Source: an optimization exercise on an open RTL-to-GDS flow (aim: small area). Production flows keep margins and buffers that such runs may drop. Only simulation tests tie the RTL to the original design; equivalence was not proved. Power and IR drop assume default switching activity.

Setup of the baseline:
==> flow/design.v <==
module regn(Clock, sh, hold, sel, res, Q);
	input wire Clock, sh, hold, sel, res;
	output reg [8:0] Q;
	wire top = sel ? res : Q[0];
	always @(posedge Clock)
		Q <= ({9{sh}} & {top, Q[8:1]}) | ({9{hold}} & Q);
endmodule
module hreg(Clock, ld, hold, d, Q);
	parameter n = 9;
	input wire Clock, ld, hold;
	input wire [n-1:0] d;
	output reg [n-1:0] Q;
	always @(posedge Clock)
		Q <= ({n{ld}} & d) | ({n{hold}} & Q);
endmodule
module ALU(xb, yb, cy, pa, ib, io, op0, last, res, co, dflag, ibn, ion);
	input wire xb, yb, cy, pa, ib, io, op0, last;
	output wire res, co, dflag, ibn, ion;
	wire yp = yb ^ (pa | ib);
	wire s;
	assign {co, s} = xb + yp + cy;
	assign dflag = xb ^ yb ^ op0;           
	wire bma = op0 & xb & ~yb;              
	wire ns = dflag ? (io ^ (op0 & xb)) : xb;
	assign res = last ? ns : (s ^ io);
	assign ibn = dflag | bma;
	assign ion = (dflag & ~cy) | bma;
endmodule
module mux4(s, i, y);
	input wire [1:0] s;
	input wire [3:0] i;
	output wire y;
	assign y = i[s];
endmodule
module mux8(s, i, y);
	input wire [2:0] s;
	input wire [7:0] i;
	output wire y;
	wire lo, hi;
	mux4 m0 (s[1:0], i[3:0], lo);
	mux4 m1 (s[1:0], i[7:4], hi);
	assign y = s[2] ? hi : lo;
endmodule
module mux9(s, i, y);
	input wire [3:0] s;
	input wire [8:0] i;
	output wire y;
	assign y = s[3] ? i[8] : i[s[2:0]];
endmodule
module andor8(s, i, y);
	input wire [7:0] s;
	input wire [7:0] i;
	output wire y;
	assign y = |(s & i);
endmodule
module cpu_top (DIN, Resetn, Clock, Run, Done, BusWires, debug_reg0, debug_reg1,
debug_reg2, debug_reg3, debug_reg4, debug_reg5, debug_reg6, debug_reg7);
	input wire [8:0] DIN;
	input wire Resetn, Clock, Run;
	output wire Done;
	output wire [8:0] BusWires;
	output wire [8:0] debug_reg0, debug_reg1;
	output wire [8:0] debug_reg2, debug_reg3, debug_reg4, debug_reg5, debug_reg6, debug_reg7;
	reg busy;             
	reg [3:0] t;          
	reg pa;               
	wire [8:0] ir;        
	reg cy;               
	reg [3:0] d;          
	wire ib = d[0];       
	wire io = d[1];       
	reg [8:1] T;          
	wire [2:0] op = ir[8:6];
	wire [2:0] X = ir[5:3];
	wire [2:0] Y = ir[2:0];
	wire last = t[3];
	wire shiftc = op[2];
	wire passS = shiftc & ~pa & cy;   
	wire fin = ~pa & ~passS;
	wire passP = shiftc & pa;
	wire [8:0] R0, R1, R2, R3, R4, R5, R6, R7;
	wire [7:0] selX;
	reg res;
	wire xb, yb;
	andor8 muxX (selX, {R7[0], R6[0], R5[0], R4[0], R3[0], R2[0], R1[0], R0[0]}, xb);
	mux8 muxY (Y, {R7[0], R6[0], R5[0], R4[0], R3[0], R2[0], R1[0], R0[0]}, yb);
	assign selX = 8'b1 << X;
	wire sh = busy;
	wire hold = ~busy & Resetn;    
	regn reg_0 (Clock, sh, hold, selX[0], res, R0);
	regn reg_1 (Clock, sh, hold, selX[1], res, R1);
	regn reg_2 (Clock, sh, hold, selX[2], res, R2);
	regn reg_3 (Clock, sh, hold, selX[3], res, R3);
	regn reg_4 (Clock, sh, hold, selX[4], res, R4);
	regn reg_5 (Clock, sh, hold, selX[5], res, R5);
	regn reg_6 (Clock, sh, hold, selX[6], res, R6);
	regn reg_7 (Clock, sh, hold, selX[7], res, R7);
	wire alures, co, dflag, ibn, ion;
	ALU alu (xb, yb, cy, pa, ib, io, op[0], last, alures, co, dflag, ibn, ion);
	wire tin0 = op[0] & xb;                 
	wire tap, dinb;
	mux9 muxT (d, {T[1], T[2], T[3], T[4], T[5], T[6], T[7], T[8], tin0}, tap);
	mux9 muxD (t, DIN, dinb);
	always @* begin
		if (!fin)
			res = (passS & ~last) ? tap : xb;
		else if (shiftc)
			res = xb;
		else if (op[1])
			res = alures;
		else if (op[0])
			res = dinb;
		else
			res = yb;
	end
	reg tin;
	always @* begin
		if (passP)
			tin = ~op[0] & cy;
		else if (passS)
			tin = tin0;
		else
			tin = res;
	end
	always @(posedge Clock, negedge Resetn)
		if (!Resetn)
			busy <= 1'b0;
		else
			busy <= busy ? ~(last & fin) : Run;
	assign Done = busy & last & fin;
	always @(posedge Clock) begin
		T <= {tin, T[8:2]};
		pa <= (busy & pa & ~last) | (~busy & (DIN[8] | DIN[7]));
		t <= (busy & ~last) ? t + 4'd1 : 4'd0;
		if (!busy) begin
			d <= 4'd0;
			cy <= 1'b1;
		end else begin
			if (passP & ~last & (yb == op[0]))
				d <= d + 4'd1;
			if (passP)
				cy <= last | xb;
			else if (shiftc)
				cy <= cy & ~last;
			else if (last)
				cy <= dflag & cy;
			else
				cy <= co;
			if (last & pa & ~shiftc) begin
				d[0] <= ibn;
				d[1] <= ion;
			end
		end
	end
	hreg Ireg (Clock, hold, sh, DIN, ir);
	assign BusWires = {tin, T[8:1]};
	assign debug_reg0 = R0;
	assign debug_reg1 = R1;
	assign debug_reg2 = R2;
	assign debug_reg3 = R3;
	assign debug_reg4 = R4;
	assign debug_reg5 = R5;
	assign debug_reg6 = R6;
	assign debug_reg7 = R7;
endmodule
==> flow/config.mk <==
export PLATFORM = sky130hd
export DESIGN_NAME = cpu_top
export DESIGN_NICKNAME = cpu_top
export VERILOG_FILES = /design/flow/design.v
export SDC_FILE = /design/flow/constraint.sdc
export NUM_CORES = 4
export LEC_CHECK = 0
export CAP_MARGIN = 20
export CORE_MARGIN = 2
export CORE_UTILIZATION = 40
export SLEW_MARGIN = 20
==> flow/constraint.sdc <==
create_clock -name core_clock -period 12.0 [get_ports {Clock}]
set_input_delay 2.4000 -clock core_clock [delete_from_list [all_inputs] [get_ports {Clock}]]
set_output_delay 2.4000 -clock core_clock [all_outputs]
set_load 0.01 [all_outputs]
standard.sh (not shown) runs the stock make flow with config.mk's settings and CLKGATE_MAP_FILE= SYNTH_SCRIPT=/design/flow/synth_recipe.tcl, a recipe that flattens the netlist after the stock synthesis.
==> flow/flow/run.sh <==
#!/bin/bash
# Layout flow: the standard.sh (the standard ORFS flow) with these changes.
#  - Ports are buffered with buf_1 instead of the default buffer.
#  - CTS builds its tree without sink clustering and without dummy loads.
# Each make run's full output goes to its own log in this folder; ORFS keeps
# each tool's log under orfs/logs.
set -euo pipefail
W=$PWD
rm -rf "$W/scripts_abc"
cp -r "$FLOW_HOME/scripts" "$W/scripts_abc"
cp "$W/flow/abc_map.script" "$W/scripts_abc/abc_speed.script"
bash standard.sh "SCRIPTS_DIR=$W/scripts_abc" synth > synth_make.log 2>&1
bash standard.sh \
  "BUFFER_PORTS_ARGS=-buffer_cell sky130_fd_sc_hd__buf_1" \
  "CTS_ARGS=-repair_clock_nets -dont_use_dummy_load" \
  finish > layout_make.log 2>&1
==> flow/flow/abc_map.script <==
&get -n
&st
&dch
&nf -R 1000 -p -E 100
&put
topo
dnsize -c
Changes in the candidate relative to the baseline:
--- a/flow/design.v
+++ b/flow/design.v
@@ -84,10 +84,10 @@
 	wire xb, yb;
 	andor8 muxX (selX, {R7[0], R6[0], R5[0], R4[0], R3[0], R2[0], R1[0], R0[0]}, xb);
 	mux8 muxY (Y, {R7[0], R6[0], R5[0], R4[0], R3[0], R2[0], R1[0], R0[0]}, yb);
 	assign selX = 8'b1 << X;
-	wire sh = busy;
-	wire hold = ~busy & Resetn;    
+	wire sh = busy & Resetn;
+	wire hold = ~busy & Resetn;
 	regn reg_0 (Clock, sh, hold, selX[0], res, R0);
 	regn reg_1 (Clock, sh, hold, selX[1], res, R1);
 	regn reg_2 (Clock, sh, hold, selX[2], res, R2);
 	regn reg_3 (Clock, sh, hold, selX[3], res, R3);
@@ -121,13 +121,10 @@
 			tin = tin0;
 		else
 			tin = res;
 	end
-	always @(posedge Clock, negedge Resetn)
-		if (!Resetn)
-			busy <= 1'b0;
-		else
-			busy <= busy ? ~(last & fin) : Run;
+	always @(posedge Clock)
+		busy <= Resetn & (busy ? ~(last & fin) : Run);
 	assign Done = busy & last & fin;
 	always @(posedge Clock) begin
 		T <= {tin, T[8:2]};
 		pa <= (busy & pa & ~last) | (~busy & (DIN[8] | DIN[7]));
--- outcome ---
In the candidate, the internal power came out about 46% below the value in the baseline.
Number of inserted filler cells in the final layout (the candidate vs. the baseline) increases slightly
Largest net degree at the start of global routing, the baseline and the candidate, higher one = the baseline.
Looking at the baseline and the candidate, the placed instance area is a wash.
When the candidate is measured against the baseline, its switching part of the total power turns out 15 points lower.
Clock network power share, the baseline and the candidate: higher on the candidate

==> static timing again, ports no longer ideal <==
The results above use ideal ports. As a check the final layouts listed here were re-extracted and re-timed, cells and wires unchanged.
Step 1 assumes that a clkbuf_16 drives the clock port and a buf_2 every other input.
Step 2 moves the port delays by t, midway between the first and last clock arrival at a register: inputs arrive t later, outputs are due t later. That takes back most of the time a late clock gives input paths.
a / b / c = ideal ports / drivers / drivers and shift; a / b = the first two.
| run | shift t [ns] | setup WS [ns] | worst hold slack (ns) | worst register clock-pin slew, ns | pins driven straight from the clock port |
|---|---|---|---|---|---|
| the baseline | 0.368 | 5.082 / 5.063 / 5.063 | 0.367 / 0.367 / 0.367 | 0.10 / 0.10 | 1 |
| the candidate | 0.382 | 5.044 / 5.024 / 5.024 | 0.365 / 0.365 / 0.365 | 0.11 / 0.11 | 1 |
After both steps every run listed still meets setup and hold. The setup slack of the candidate, which loses most, moves by -0.020 ns with the drivers and by -0.020 ns with both steps.
